Background: an optimization exercise with open tools, aiming at small area and a short achievable clock period. Do not read the settings as production practice. No functional check of the RTL was part of any run shown here. Power is estimated from default activity; no workload was simulated.

## flow/design.v (module list and top-level ports; edited modules follow where they fit)
// module mul_sb4acc: 1055 lines
// module long_slow_div_denom_reg: 66 lines
// module mul_div_32: 96 lines
// module cpu_ahb_if: 73 lines
// module cpu_ahb_mem: 74 lines
// module csr_reg: 103 lines
// module ctrl: 32 lines
// module ex: 138 lines
// module ex_mem: 59 lines
// module id: 617 lines
// module id_ex: 76 lines
// module if_id: 25 lines
// module interrupt_ctrl: 92 lines
// module mem: 43 lines
// module mem_wb: 25 lines
// module pc_reg: 30 lines
// module regsfile: 37 lines
// module yadan_riscv: 409 lines
module yadan_riscv(
    input  wire             clk,
    input  wire             rst_n,
    input  wire [7:0]  int_flag_i,
    output wire             M0_HBUSREQ,      
    input  wire             M0_HGRANT,       
    output wire  [31:0]     M0_HADDR,        
    output wire  [ 1:0]     M0_HTRANS,       
    output wire  [ 2:0]     M0_HSIZE,        
    output wire  [ 2:0]     M0_HBURST,       
    output wire  [ 3:0]     M0_HPROT,       
    output wire             M0_HLOCK,       
    output wire             M0_HWRITE,       
    output wire  [31:0]     M0_HWDATA,      
    output wire             M1_HBUSREQ,
    input  wire             M1_HGRANT,
    output wire  [31:0]     M1_HADDR,
    output wire  [ 1:0]     M1_HTRANS,
    output wire  [ 2:0]     M1_HSIZE,
    output wire  [ 2:0]     M1_HBURST,
    output wire  [ 3:0]     M1_HPROT,
    output wire             M1_HLOCK,
    output wire             M1_HWRITE,
    output wire  [31:0]     M1_HWDATA,
    input  wire  [31:0]     M_HRDATA,       
    input  wire  [ 1:0]     M_HRESP,         
    input  wire             M_HREADY         
);
  // ...
==> flow/flow/run.sh <==
#!/bin/bash
set -euo pipefail
bash standard.sh SETUP_SLACK_MARGIN=6 finish > flow_make.log 2>&1
==> flow/standard.sh <==
#!/bin/bash
# synth_recipe.tcl (not shown) runs the flow's synth.tcl, then flattens the netlist and writes it again
# the make line also repeats each setting of config.mk as NAME=value (left out here)
make -C /OpenROAD-flow-scripts/flow DESIGN_CONFIG=/design/flow/config.mk WORK_HOME=/design/flow/orfs CLKGATE_MAP_FILE= SYNTH_SCRIPT=/design/flow/synth_recipe.tcl "${@:-finish}"
==> flow/config.mk <==
export PLATFORM = sky130hd
export DESIGN_NAME = yadan_riscv
export DESIGN_NICKNAME = yadan_riscv
export VERILOG_FILES = /design/flow/design.v
export SDC_FILE = /design/flow/constraint.sdc
export NUM_CORES = 8
export LEC_CHECK = 0
export CAP_MARGIN = 20
export CORE_MARGIN = 2
export CORE_UTILIZATION = 55
export CTS_BUF_LIST = sky130_fd_sc_hd__clkbuf_8
export CTS_CLUSTER_SIZE = 30
export SLEW_MARGIN = 20
==> flow/constraint.sdc <==
create_clock -name core_clock -period 11.0 [get_ports {clk}]
set_input_delay 2.2000 -clock core_clock [delete_from_list [all_inputs] [get_ports {clk}]]
set_output_delay 2.2000 -clock core_clock [all_outputs]
set_load 0.01 [all_outputs]
==> impl_results.md, run 1 <==
- Status: complete, no violations
- Most frequent cells in the layout: 1,703 x edfxtp_1, 943 x nand2_1, 738 x a22oi_1
- Final count of hold timing violations: 0
- Worst setup endpoint: u_id_ex.ex_operand2_o[24]
- Met3 wire len: 114,000 µm
- WP buf/inv: 5
- Leading power group: registers
- Setup bufs post-CTS: 120
- CP startpoint: u_if_id.inst_o[23]
- R2r startpoint: u_if_id.inst_o[23]
- Async S/R FF share, synth: 0.167
- Initial antenna violation count: 60
- Metal-1 WL: 214,000 µm
- Post-Synthesis Cell Area: 0.131 mm²
- Row count: 178
- Logic pwr share: 0.073
- Hold Path Stages: 0
- Max reg flops: 992
- Layout cells sized above 1: 0.155
- P_clk: 7.89 mW
- Clk latency of the worst-skew pair: 1.13 ns
- Critical path's slowest cell: a21oi_2
- M1 GR Usage: 0.644
- Yosys cell types: 118
- Vias in the first global route: 110,000
- RSZ-0062 raised after global routing: yes
- Biggest regs: u_regsfile.reg_Q x992, u_mul_div_32.long_slow_div_denom_reg_i.L_num x65
- H-tree levels: 5
- GRT overflow: 0
- Seq power: 9.41 mW
- CP Capture Type: flip-flop
- Signal buf overhead: 0.0537
- Total chip power: 18.7 mW
- Setup_tns: 0 ns
==> run 2, diff against run 1 <==
--- a/flow/config.mk
+++ b/flow/config.mk
@@ -9,5 +9,3 @@
 export CORE_MARGIN = 2
-export CORE_UTILIZATION = 55
-export CTS_BUF_LIST = sky130_fd_sc_hd__clkbuf_8
-export CTS_CLUSTER_SIZE = 30
+export CORE_UTILIZATION = 40
 export SLEW_MARGIN = 20
==> impl_results.md, run 2 <==
- Critical path startpoint category: flip-flop
- Largest Register: u_regsfile.reg_Q
- Yosys cell types: 118 (unchanged)
- Hpwl dp: 407,000 µm
- Async S/R FF share, synth: 0.167 (unchanged)
- Compound-cell area share of the yosys netlist: 0.196
- GPL Wtd Cong: 1.03
- Yosys top cell by area: edfxtp_1
- Power per Cell Area: 132 mW/mm²
- Synth Instances: 11,900
- I/O pin cnt: 205
- Placed instance area: 0.138 mm²
- Crit path max fanout: 32
- Die H: 575 µm
- Max-slew violation count: 0
- Detail Route Antenna Nets: 0
- Worst-Margin Slew: 1.28 ns
- Final setup violation count: 0
- Post-Synthesis Cell Area: 0.131 mm² (unchanged)
- DRC Markers: 0
- Fin area: 0.153 mm²
- CP startpoint: u_ex_mem.mem_we_o
- First-pass GRT wire length: 877,000 µm
- Critical path data required time: 8.80 ns
- Starting Density: 0.402
- IO buf count: 145
- Post-synth top cells: 1,703 x edfxtp_1, 959 x nand2_1, 766 x a22oi_1
- Yosys reg bits: 2,291
- Average cell area after synthesis: 11.0 µm²
- Mux cell area share after synthesis: 0.0296
- Leakage Power: 54.3 nW
- Core ar.: 0.325 mm²
- Clk latency of the worst-skew pair: 0.94 ns (-0.19 ns)
- RSZ-0062 raised after global routing: yes
- Leading cell type in the layout, fill and taps excluded: edfxtp_1
- Sequential share of the synthesized area: 0.497
- HP Class: reg2reg
- Die area: 0.331 mm²
- Worst path arrival time: 2.95 ns
- Layout cells sized above 1: 0.147 (-0.00812)
- Via count: 116,000
- Post-Route WL: 649,000 µm
- Top FF cell, synth: edfxtp_1
- Fmax: 194 MHz
- Post-synth top area share: 0.392
- Max-cap violation count: 0
- Total chip power: 20.2 mW (+8.0%)
- Max reg flops: 992 (unchanged)
- Largest net degree at the start of global routing: 164
- Final count of hold timing violations: 0 (unchanged)
- Gr usage total: 0.376
- Post-synthesis xor/xnor area fraction: 0.0519
- CTS Buf Count: 269
- Die span in x: 575 µm
- Most frequent cells in the layout: 1,703 x edfxtp_1, 943 x nand2_1, 730 x a22oi_1
- Fillers: 29,000
- Synth warnings: 49
- Adder-cell share of the synthesized area: 0.0761
- Top-count cell post-synth: edfxtp_1
- Status: complete, no violations
- Peak VDD IR: 0.146 mV
- Biggest regs: u_regsfile.reg_Q x992, u_mul_div_32.long_slow_div_denom_reg_i.L_num x65
- Vias in the first global route: 109,000 (-1.2%)
- Hold_buf cts: 0
- Root Buffer: clkbuf_16
- Tcrit/Tclk final: 0.468
- Post-synth EDFFs: 1,703
- CTS tree: built
- CP Capture Type: output pin
- Final Critical Period: 5.15 ns
- Clock sinks: 2,291
- Row count: 209 (+17%)
- Routed length per instance: 38.8 µm
- Synth Area in Simple Gates: 0.105
- DR iter-0 viols: 23,000
- Layout net count: 12,800
- Synth-to-layout area growth: 17.2%
- GRT overflow: 0 (unchanged)
- Vias per inst: 6.93
- Post-Route Skew: 0.0735 ns
- H-tree levels: 5 (unchanged)
- Worst slew margin: 0.144
- Clock Pin Slew Worst Setup and Hold Paths: 0.06 ns
- Setup_tns: 0 ns (unchanged)
- Detailed Routing Iterations Pass 1: 13
- Initial antenna violation count: 50 (-17%)
- Kind of critical path: reg2out
- Worst hold start: u_mul_div_32.enable_in_d2
- Synth top area cells: edfxtp_1 39%, dfrtp_1 7.3%, fa_1 4.6%
- R2r startpoint: u_if_id.inst_o[5]
- Largest family of logic cells by synthesized area: compound AO/OA/AOI/OAI gates
- Max Root-Sink Buffers: 4
run 2: cell counts after synthesis:
Identical to the previous run, type by type.
run 2: logic make-up after synthesis:
family,count (synthesis)
buf+inv,1452
simple gates,2885
compound gates,3554
mux,305
flops,2291
xor+xnor,767
fa+ha+maj,613
other cells,2
run 2: final timing paths:
kind                                             end  slack, ns  depth (start not counted)
max                                    M0_HWDATA[16]       5.85                          3
min                        u_mul_div_32.enable_in_d3       0.35                          0
max reg2reg                u_id_ex.ex_operand1_o[20]       5.93                         13
min reg2reg                u_mul_div_32.enable_in_d3       0.35                          0
max in group asynchronous           u_mul_div_32.ph1       7.31                          5
min in group asynchronous        u_regsfile.valid[3]       1.15                          1
run 2: per-stage QoR:
| step | utilization | std cells | setup slack (ns) | hold WS [ns] |
|---|---|---|---|---|
| after floorplan | - | 11900 | 5.10 | 0.331 |
| after global placement | 0.426 | 15900 | 4.52 | 0.332 |
| after global routing | 0.471 | 16700 | 5.82 | 0.363 |
| final | 0.471 | 16700 | 5.85 | 0.349 |
| after detailed placement | 0.426 | 15900 | 4.42 | 0.338 |
| after CTS | 0.463 | 16500 | 5.87 | 0.351 |
run 2: area by class of cell:
class                      instances  area [µm²]  share of cell area
timing repair buffer             801        8180              0.0535
clock buffer                     348        7420              0.0485
timing repair inverter             1        5.00           0.0000327
sequential                      2291       64900               0.424
clock inverter                   138        1580              0.0103
multi-input combinational       8186       63200               0.413
antenna                           28        70.1            0.000458
tap                             4325        5410              0.0354
inverter                         599        2290              0.0150
run 2: worst max-delay path, cell delays in order, from the launching register on:
cell	delay (ns)
dfrtp_1	0.64
buf_4	0.39
and3_2	0.36
clkdlybuf4s50_1	0.59
run 2: power by group:
group	total (mW)	switching, mW	leakage (nW)	internal (mW)
registers	9.40	0.158	20.2	9.24
clock network	9.33	3.92	4.40	5.40
logic	1.42	1.03	29.6	0.390
total	20.2	5.12	54.3	15.0
run 2: per-layer routing:
metal | wire (µm) | vias up | global-route usage | share of wire
met2 | 273000 | 10300 | 0.555 | 0.42
met1 | 227000 | 57200 | 0.465 | 0.35
met3 | 90700 | 2712 | 0.118 | 0.14
met4 | 58200 | 40 | 0.272 | 0.090
met5 | 411 | - | 0.00115 | 0.00063
li1 | - | 45600 | - | -
run 2: what timing repair did:
action                                 in CTS  in global routing
gates resized for setup                   322                217
setup endpoints to repair                 567                382
endpoints found under the hold margin       0                  0
cloned                                     19                 12
setup buffers                             106                109
pin swaps                                  69                120

==> static timing again, ports no longer ideal <==
The flow's constraints put no driver on any port. The routed layouts listed below were extracted and timed again, unchanged, in two steps. Step 1 sets driving cells, clkbuf_16 on the clock port and buf_2 on the other inputs (assumed; they add their load-dependent delay and slew). Step 2 also shifts input and output timing later by t, the mid clock arrival at the registers, as if the neighbouring blocks saw the same clock. a / b / c = ideal ports / drivers / drivers and shift; a / b = the first two.
run | t (ns) | setup slack, ns | worst data-port slew with drivers (ns) | pins driven straight from the clock port
run 1 | 1.175 | 5.712 / 5.712 / 4.965 | 0.05 | 1
run 2 | 1.021 | 5.848 / 5.740 / 5.049 | 0.06 | 1
After both steps every run listed still meets setup and hold. The setup slack of run 2, which loses most, moves by -0.108 ns with the drivers and by -0.799 ns with both steps.
